This design comes from an exercise in tuning for small area, a short achievable clock period and few clock cycles on the open sky130 flow, not from production work.
Function was checked by simulation only, so behaviour that the tests miss may differ from the original.
Power is estimated from default activity; no workload was simulated.

==> run K <==
// AYUMU
module AYUMU(
	input CLK,
	input RST,
	input [31:0] INPUT,
	output [31:0] OUTPUT,
	output [15:0] IADDR,
	input [15:0] IDATA
);
reg        RUN;       
reg        HOLD;      
reg        TAKE;      
reg [15:0] NPC;       
reg        C_FLAG;
reg        F_FLAG;
reg        INSERV;    
reg [15:0] SAVED_PC;  
reg [8:0]  P_S;       
reg [8:0]  P_C;
reg [8:0]  P_D;
reg [7:0]  R   [0:15];
reg [7:0]  IO  [0:3];
reg [15:0] VEC [0:7];    
reg [7:0]  VSET;
reg [1:0]  ICFG [0:3];    
reg [6:0]  TCFG [0:3];    
assign OUTPUT = {IO[3], IO[2], IO[1], IO[0]};
assign IADDR = NPC;
integer i;
wire [15:0] w = IDATA;
wire f_alui = w[15];
wire f_01   = ~w[15] & w[14];
wire f_alur = f_01 & (w[9:8] == 2'b00);
wire f_cmp  = f_01 & (w[9:8] == 2'b01);
wire f_io   = f_01 & (w[9:8] == 2'b10);
wire f_mem  = f_01 & (w[9:8] == 2'b11);
wire f_x1   = ~w[15] & ~w[14] & w[12];
wire f_jmp  = f_x1 & (w[7:4] == 4'd0);
wire f_not  = f_x1 & (w[7:4] == 4'd1);
wire f_reti = f_x1 & (w[7:4] == 4'd2);
wire a_hi = w[15];
wire a_lo = ~w[15] & (~w[14] | (w[9] & ~w[8]));
wire [3:0] f_a  = a_hi ? w[11:8] : a_lo ? w[3:0] : w[7:4];
wire [3:0] f_b  = w[3:0];
wire [3:0] f_op = f_alui ? {1'b0, w[14:12]} : w[13:10];
wire f_alu2 = f_alui | f_alur;    
wire [15:0] f_opd = {16{f_alu2}} & (16'd1 << f_op);
  ...
==> flow/config.mk <==
export PLATFORM = sky130hd
export DESIGN_NAME = AYUMU
export DESIGN_NICKNAME = AYUMU
export VERILOG_FILES = /design/flow/design.v
export SDC_FILE = /design/flow/constraint.sdc
export NUM_CORES = 4
export LEC_CHECK = 0
export CAP_MARGIN = 20
export CORE_MARGIN = 2
export CORE_UTILIZATION = 50
export CTS_CLUSTER_DIAMETER = 80
export CTS_CLUSTER_SIZE = 30
export SLEW_MARGIN = 20
==> flow/constraint.sdc <==
create_clock -name core_clock -period 10.0 [get_ports {CLK}]
set_input_delay 2.0000 -clock core_clock [delete_from_list [all_inputs] [get_ports {CLK}]]
set_output_delay 2.0000 -clock core_clock [all_outputs]
set_load 0.01 [all_outputs]
standard.sh (not shown) runs the stock make flow with config.mk's settings and CLKGATE_MAP_FILE= SYNTH_SCRIPT=/design/flow/synth_recipe.tcl, a recipe that flattens the netlist after the stock synthesis.
==> flow/flow/run.sh <==
#!/bin/bash
set -o pipefail
bash standard.sh SETUP_SLACK_MARGIN=6.4 \
	"BUFFER_PORTS_ARGS=-buffer_cell sky130_fd_sc_hd__buf_4" finish > standard.log 2>&1
==> run G (differences from run K) <==
--- a/flow/design.v
+++ b/flow/design.v
@@ -309,13 +309,13 @@
 wire lt = FWD_A ? (~FWD_B & lt_lo) : (FWD_B ? lt_ol : lt_oo);
 assign cmp_res = (C_EQ & eq) | (C_NE & ~eq) | (C_LT & lt) | (C_GT & ~lt & ~eq)
                | (C_LE & (lt | eq)) | (C_GE & ~lt);
 wire [7:0] mem_q;
 MEM MEM(.CLK(CLK), .HI(M_HI), .HW(M_HW), .LO(M_LO), .D(A), .Q(mem_q));
 wire [7:0] in_val = D_K[2] ? INPUT[D_K[1:0]*8 +: 8] : IO[D_K[1:0]];
-assign wd = alu_res[7:0] | mem_q | ({8{D_IN}} & in_val);
+assign wd = alu_res[7:0] | ({8{D_LD}} & mem_q) | ({8{D_IN}} & in_val);
 wire [7:0] REQ;
 wire [7:0] REQ_N;
 genvar g;
 generate
 	for (g = 0; g < 4; g = g + 1) begin : gen_in
 		INPUT_INT INPUT_INT(.CLK(CLK), .RST(RST), .EN(adv), .INPUT(INPUT[g*8 +: 8]), .CFG(ICFG[g]),
@@ -360,13 +360,13 @@
 wire fwd_a_n = reg_we & fwd_a_n_p;
 always @(posedge CLK) begin
 	A_OH   <= 16'd1 << f_a;
 	A_IDX  <= f_a;
 	OPA    <= ra_n;
 	OPB    <= f_alui ? w[7:0] : rb_n;
-	M_HI   <= {16{f_mem & w[10]}} & (16'd1 << rb_n[7:4]);
+	M_HI   <= 16'd1 << rb_n[7:4];
 	M_HW   <= {16{f_mem & ~w[10] & ~hold_n & ~take_n & ~RST}} & (16'd1 << rb_n[7:4]);
 	M_LO   <= 16'd1 << rb_n[3:0];
 	FWD_A  <= fwd_a_n;
 	FWD_B  <= ~f_alui & fwd_b_n;
 	LAST   <= wd;
 	S_SUM  <= f_opd[0] | f_opd[1] | f_opd[9] | f_opd[10];
==> flow/config.mk (replaced) <==
export PLATFORM = sky130hd
export DESIGN_NAME = AYUMU
export DESIGN_NICKNAME = AYUMU
export VERILOG_FILES = /design/flow/design.v
export SDC_FILE = /design/flow/constraint.sdc
export NUM_CORES = 4
export LEC_CHECK = 0
export CAP_MARGIN = 20
export CORE_MARGIN = 2
export CORE_UTILIZATION = 55
export CTS_CLUSTER_DIAMETER = 80
export CTS_CLUSTER_SIZE = 30
export PLACE_DENSITY = 0.65
export SLEW_MARGIN = 20
==> results.txt <==
| quantity | run K | run G |
|---|---|---|
| Maximum fanout along the worst path | 4 | 23 |
| Switching power share of the total | 0.2564 | 0.2561 |
| Cell count after synthesis | 7124 | 7112 |
| Final period demand of the worst path | 3.932 ns | 4.044 ns |
| Total routed wirelength | 375800 um | 360200 um |
| Height of the chip | 462.7 um | 439.1 um |
| Initial detailed-routing violation count | 10620 | 10360 |
| Path depth of the worst reg2reg path | 11 | 10 |
| Worst-margin pin slew | 1.193 ns | 1.118 ns |
| GRT Total Usage | 0.3333 | 0.3651 |
| Final Wtd Congestion | 0.9281 | 1.031 |
| Largest stage delay on the critical path | 1.14 ns | 0.70 ns |
| Multi-input gates | 3849 | 3867 |
| Number of different library cells in the post-synthesis netlist | 104 | 82 |
| Status | complete, no violations | complete, no violations |
| FF-to-FF setup slack | 6.07 ns | 5.96 ns |
| Crit. path cell count | 11 | 10 |
| Met1 Wirelength | 143400 um | 133300 um |
| Multiplexer area fraction after synthesis | 0.02269 | 0.01883 |
| Area of the die | 0.2141 sq mm | 0.1928 sq mm |
| Clock latency (worst-skew pair) | 0.87 ns | 0.86 ns |
| Layout Utilization | 0.5728 | 0.6258 |
| Fraction of the mapped netlist area in simple logic gates | 0.07830 | 0.07342 |
| WL met2 | 173600 um | 164900 um |
| Multi-input logic portion of the cell area | 0.2453 | 0.2392 |
| Area delta synth->final | 14.00% | 12.98% |
Testbench counts of run K, summed over its fixed seeds: cycles 152,112.
Testbench counts of run G, summed over its fixed seeds: cycles 152,112.

==> static timing again, ports no longer ideal <==
The flow's constraints put no driver on any port. The routed layouts listed below were extracted and timed again, unchanged, in two steps. Step 1 (the two cells are an assumption about what drives the block):
set clk [get_ports {CLK}]
set_driving_cell -lib_cell sky130_fd_sc_hd__clkbuf_16 $clk
set_driving_cell -lib_cell sky130_fd_sc_hd__buf_2 [delete_from_list [all_inputs] $clk]
Step 2 adds t to the input delays and takes it off the output delays; t is the mean of the earliest and latest rising clock arrival at the registers after step 1. Input paths then give back, and output paths get back, about the clock's delay inside the block. a / b / c = no drivers / after step 1 / after step 2; a / b = the first two.
| run | t (ns) | setup slack, ns | worst setup path at the end | latest minus earliest clock arrival (ns) |
|---|---|---|---|---|
| run K | 0.928 | 6.068 / 6.068 / 5.440 | input to register | 0.075 / 0.074 |
| run G | 0.895 | 5.956 / 5.956 / 5.512 | input to register | 0.091 / 0.090 |
After both steps setup and hold are still met in every run listed. The setup slack of run K, which loses most, moves by 0.000 ns with the drivers and by -0.628 ns with both steps.
